Source: an optimization exercise on an open RTL-to-GDS flow (aim: small area and a short achievable clock period). Production flows keep margins and buffers that such runs may drop.
In this exercise RTL edits were held to simulation tests only and were not proved equivalent to the original.
No activity file was given, so power comes from the tool's default toggle rates.

## alpha
Design pcpu, start of the top module:
module pcpu(
    input clock,
    input enable,
    input reset,
    input start,
    input [15:0] i_datain,
    input [15:0] d_datain,
    output [7:0] i_addr,
    output [7:0] d_addr,
    output d_we,
    output [15:0] d_dataout
    );
    reg state;
    wire run = (state == 1'b1);
    reg w_halt;
    always @(posedge clock)
        if (reset)
            state <= 1'b0;
        else if (!run)
            state <= enable & start;
        else
            state <= enable & ~w_halt;
    reg [15:0] gr[0:7];
    reg [15:0] wdata;
    reg w_we;
    reg [2:0] w_dst;
    genvar g;
    generate
        for (g = 0; g < 8; g = g + 1) begin : rf
            always @(posedge clock)
                if (reset | (run & w_we & (w_dst == g)))
                    gr[g] <= wdata;
        end
    endgenerate
    reg [7:0] pc;
    reg [4:0] id_op;
    reg [10:0] id_f;
    reg [15:0] mem_c;
    wire taken;
    always @(posedge clock or posedge reset)
        if (reset) begin
            pc <= 8'b0;
            id_op <= 5'b0_0000;
        end else if (run) begin
            pc <= taken ? mem_c[7:0] : pc + 8'd1;
            id_op <= i_datain[15:11];
        end
    wire [4:0] f_op = i_datain[15:11];
    wire f_r1 = (f_op == 5'b1_0000) | (f_op == 5'b1_0011) | (f_op == 5'b0_1001) | (f_op == 5'b0_1011)
              | (f_op == 5'b1_1001) | (f_op[4:3] == 2'b11 && f_op[2:1] != 2'b00);
    wire f_store = (f_op == 5'b0_0011);
    reg [2:0] id_sa, id_sq;
    always @(posedge clock)
        if (run) begin
            id_f <= i_datain[10:0];
            id_sa <= f_r1 ? i_datain[10:8] : i_datain[6:4];
            id_sq <= f_store ? i_datain[10:8] : i_datain[2:0];
        end
    wire [4:0] op = id_op;
    wire [2:0] r1 = id_f[10:8];
    wire [7:0] imm = id_f[7:0];
    wire d_jump  = (op == 5'b1_1000);
    wire d_store = (op == 5'b0_0011);
    wire d_load  = (op == 5'b0_0010);
    wire d_shl   = (op == 5'b0_0100) | (op == 5'b0_0101);
    wire d_shr   = (op == 5'b0_0110) | (op == 5'b0_0111);
    wire d_and   = (op == 5'b0_1101);
    wire d_or    = (op == 5'b0_1110);
    wire d_xor   = (op == 5'b0_1111);
    wire d_subc  = (op == 5'b1_0010);
    wire d_addc  = (op == 5'b1_0001);
  ...
==> flow/config.mk <==
export PLATFORM = sky130hd
export DESIGN_NAME = pcpu
export DESIGN_NICKNAME = pcpu
export VERILOG_FILES = /design/flow/design.v
export SDC_FILE = /design/flow/constraint.sdc
export NUM_CORES = 4
export LEC_CHECK = 0
export ABC_AREA = 1
export CAP_MARGIN = 0
export CORE_MARGIN = 2
export CORE_UTILIZATION = 50
export CTS_CLUSTER_DIAMETER = 100
export CTS_CLUSTER_SIZE = 20
export SETUP_SLACK_MARGIN = 2.8
export SLEW_MARGIN = 0
==> flow/constraint.sdc <==
create_clock -name core_clock -period 5.0 [get_ports {clock}]
set_input_delay 1.0000 -clock core_clock [delete_from_list [all_inputs] [get_ports {clock}]]
set_output_delay 1.0000 -clock core_clock [all_outputs]
set_load 0.01 [all_outputs]
standard.sh (not shown) runs the stock make flow with config.mk's settings and CLKGATE_MAP_FILE= SYNTH_SCRIPT=/design/flow/synth_recipe.tcl, a recipe that flattens the netlist after the stock synthesis.
==> flow/flow/run.sh <==
#!/bin/bash
# The standard layout, with the port buffers made of buf_2 cells instead of the
# resizer's default pick; each tool's output is in flow.log here.
set -euo pipefail
bash standard.sh BUFFER_PORTS_ARGS="-buffer_cell sky130_fd_sc_hd__buf_2" finish > flow.log 2>&1
Setup changes, alpha to beta
- a change of CORE_UTILIZATION from 50 to 40
==> flow/flow/run.sh <==
#!/bin/bash
# The standard layout, with the port buffers made of buf_4 cells instead of the
# resizer's default pick; each tool's output is in flow.log here.
set -euo pipefail
bash standard.sh BUFFER_PORTS_ARGS="-buffer_cell sky130_fd_sc_hd__buf_4" finish > flow.log 2>&1
--- outcome ---
Overall power of the completed layout delta (beta -> alpha): insignificant
beta: minimum period implied by the final worst setup slack 0.0052 ns above alpha
Required arrival time at the worst endpoint for beta is higher than for alpha.
Diff alpha -> beta | pin count of the biggest net entering global routing | down by a few percent
Re DRC violations left: no difference whatsoever between alpha and beta.
Input-level comparison between gamma and beta:
- CTS_BUF_LIST newly set to sky130_fd_sc_hd__clkbuf_8 sky130_fd_sc_hd__clkbuf_16
==> flow/flow/run.sh <==
#!/bin/bash
# The standard layout, with the port buffers made of buf_2 cells instead of the
# resizer's default pick; each tool's output is in flow.log here.
set -euo pipefail
bash standard.sh BUFFER_PORTS_ARGS="-buffer_cell sky130_fd_sc_hd__buf_2" finish > flow.log 2>&1
Results
- gamma completed; timing, DRC and antenna clean
- gamma against beta: design area went down about 3%, required time at the worst-slack endpoint decreased 1.43 ns, number of vias after detailed routing went down, post-detailed-routing wire length shrank by 600 µm, number of buffers inserted by hold repair at cts did not really move.
- Against beta as the reference, gamma delivers a higher total power per unit cell area.
- The share of the final layout cell area in sequential cells of gamma is higher than that of beta.
- [compare] base=beta new=gamma: wire length on met1 went down about 0.5%, static leakage went down 0.00020 µW, growth of design area from synthesis to finish decreased 3.7 points.
Inputs modified between gamma and delta:
- clearing CTS_BUF_LIST, which used to be sky130_fd_sc_hd__clkbuf_8 sky130_fd_sc_hd__clkbuf_16
Between gamma and delta, the via count of the routed design does not differ in any meaningful way. The total length of routed wires on delta is in line with that on gamma. | total leakage power | delta vs gamma | ≈ equal |. From gamma to delta the numbers moved as follows: first-pass GRT wire length now sits at about the same level; logic gate share of total power now sits at about the same level; transition at the pin with the smallest max-transition slack now sits higher.

---

maple:
Another version of the RTL of pcpu (not shown whole).
Size in the first run: roughly 1200 cells after synthesis, about 15000 sq um of cells after synthesis.
Settings: LEC_CHECK=0, CAP_MARGIN=20, CORE_MARGIN=2, CORE_UTILIZATION=40, SETUP_SLACK_MARGIN=3.0, SLEW_MARGIN=20; clock period 5.0 ns.
run.sh (not shown) runs the stock make flow with config.mk's settings and CLKGATE_MAP_FILE= SYNTH_SCRIPT=/design/flow/synth_recipe.tcl, a recipe that flattens the netlist after the stock synthesis.
Stock flow here: none of the scripts above is used.
For juniper, these inputs were changed with respect to maple:
- SETUP_SLACK_MARGIN changed from 3.0 to 2.8
- CORE_UTILIZATION changed from 40 to 60
- CTS_BUF_LIST newly set to sky130_fd_sc_hd__clkbuf_4 sky130_fd_sc_hd__clkbuf_8
==> comparison <==
Re clock period minus worst slack: juniper is 0.064 ns up on maple. Number of nets in the final layout: juniper < maple. Going from maple to juniper, synthesis-to-layout area growth shrinks by 7.8 points. Design area: juniper < maple.
What sierra does differently from juniper at the input level:
- changing SLEW_MARGIN from 20 to 0
- removing CTS_BUF_LIST (formerly sky130_fd_sc_hd__clkbuf_4 sky130_fd_sc_hd__clkbuf_8)
- setting CTS_CLUSTER_SIZE to 20 for the first time
- changing CAP_MARGIN from 20 to 0
- changing SETUP_SLACK_MARGIN from 2.8 to 2.6
- changing CORE_UTILIZATION from 60 to 40
- setting CTS_CLUSTER_DIAMETER to 100 for the first time
==> flow/flow/run.sh (new file) <==
#!/bin/bash
# The standard layout, with the port buffers made of buf_2 cells instead of the
# resizer's default pick; each tool's output is in flow.log here.
set -euo pipefail
bash standard.sh BUFFER_PORTS_ARGS="-buffer_cell sky130_fd_sc_hd__buf_2" finish > flow.log 2>&1
==> flow/standard.sh (new file) <==
#!/bin/bash
# synth_recipe.tcl (not shown) runs the flow's synth.tcl, then flattens the netlist and writes it again
# the make line also repeats each setting of config.mk as NAME=value (left out here)
make -C /OpenROAD-flow-scripts/flow DESIGN_CONFIG=/design/flow/config.mk WORK_HOME=/design/flow/orfs CLKGATE_MAP_FILE= SYNTH_SCRIPT=/design/flow/synth_recipe.tcl "${@:-finish}"
removed: flow/run.sh
### Flow results
H-tree level count: sierra < juniper. Taking juniper as the reference, in sierra total chip power lost about 11%, final design instance area without fill lost about 9%, global-route total usage across every layer lost 12 points. sierra vs. juniper: routed length per placed instance fell about 7%, number of combinational gates with multiple inputs held, count of plain and timing-repair buffers lost about 27%, initial cell density of the core went down by 21 points. sierra against juniper; non-clock inverter count in the final layout is down slightly. sierra went all the way through synthesis, placement and routing and the layout is clean on timing, DRC and antenna. In the metrics for juniper and sierra, the one carrying the lower core utilization is sierra.
For garnet, these inputs were changed with respect to sierra:
- ABC_AREA now 1, previously not set
- SETUP_SLACK_MARGIN now 2.8, was 2.6
## What came out
Looking at design area, garnet sits 2.1% above sierra. Dominant combinational cell family by area after synthesis = simple AND/OR/NAND/NOR gates: garnet; dominant combinational cell family by area after synthesis = compound AO/OA/AOI/OAI gates: sierra. [compare] base=sierra new=garnet: non-clock buffer count higher, worst-case headroom to the max-slew limit rose 8.1 points, clock buffer count in the final layout rose by about 17%.
Setup changes, garnet to violet
- SETUP_SLACK_MARGIN now 2.0, was 2.8
- CAP_MARGIN now 20, was 0
- SLEW_MARGIN now 20, was 0
- CTS_CLUSTER_DIAMETER no longer set, was 100
- CTS_CLUSTER_SIZE no longer set, was 20
- ABC_AREA no longer set, was 1
==> flow/run.sh (new file) <==
#!/bin/bash
# synth_recipe.tcl (not shown) runs the flow's synth.tcl, then flattens the netlist and writes it again
# the make line also repeats each setting of config.mk as NAME=value (left out here)
make -C /OpenROAD-flow-scripts/flow DESIGN_CONFIG=/design/flow/config.mk WORK_HOME=/design/flow/orfs CLKGATE_MAP_FILE= SYNTH_SCRIPT=/design/flow/synth_recipe.tcl finish
removed: flow/flow/run.sh
removed: flow/standard.sh
[summary]
The final reports for violet and garnet show area growth from synthesis to final layout lower in the former.
garnet has a higher register-to-register slack than violet.
The combinational group share of total power reported for violet is smaller than that of garnet by 5.7 points.
garnet → violet: global placement routability congestion held steady; total negative slack roughly the same.
Overall power after layout: violet > garnet

[separate check: timing with driven ports]
The results above use ideal ports. As a check the final layouts listed here were re-extracted and re-timed, cells and wires unchanged.
Step 1 (the two cells are an assumption about what drives the block):
set clk [get_ports {clock}]
set_driving_cell -lib_cell sky130_fd_sc_hd__clkbuf_16 $clk
set_driving_cell -lib_cell sky130_fd_sc_hd__buf_2 [delete_from_list [all_inputs] $clk]
Step 2 adds t to the input delays and takes it off the output delays; t is the mean of the earliest and latest rising clock arrival at the registers after step 1. Input paths then give back, and output paths get back, about the clock's delay inside the block.
Slacks: ideal ports / drivers / drivers and shift; pairs: ideal ports / drivers.
run	t (ns)	slack for setup (ns)	worst slew at a driven data input, ns
alpha	0.563	2.717 / 2.665 / 2.648	0.04
beta	0.559	2.712 / 2.712 / 2.650	0.05
gamma	0.553	2.771 / 2.724 / 2.649	0.05
delta	0.558	2.760 / 2.711 / 2.640	0.05
maple	0.599	2.523 / 2.523 / 2.484	0.04
juniper	0.609	2.458 / 2.458 / 2.274	0.04
sierra	0.560	2.468 / 2.468 / 2.393	0.05
garnet	0.566	2.630 / 2.630 / 2.527	0.04
violet	0.609	2.090 / 2.090 / 2.036	0.06
After both steps every run listed still meets setup and hold. For juniper, which loses most, drivers alone change the setup slack by 0.000 ns; drivers and shift together by -0.184 ns.
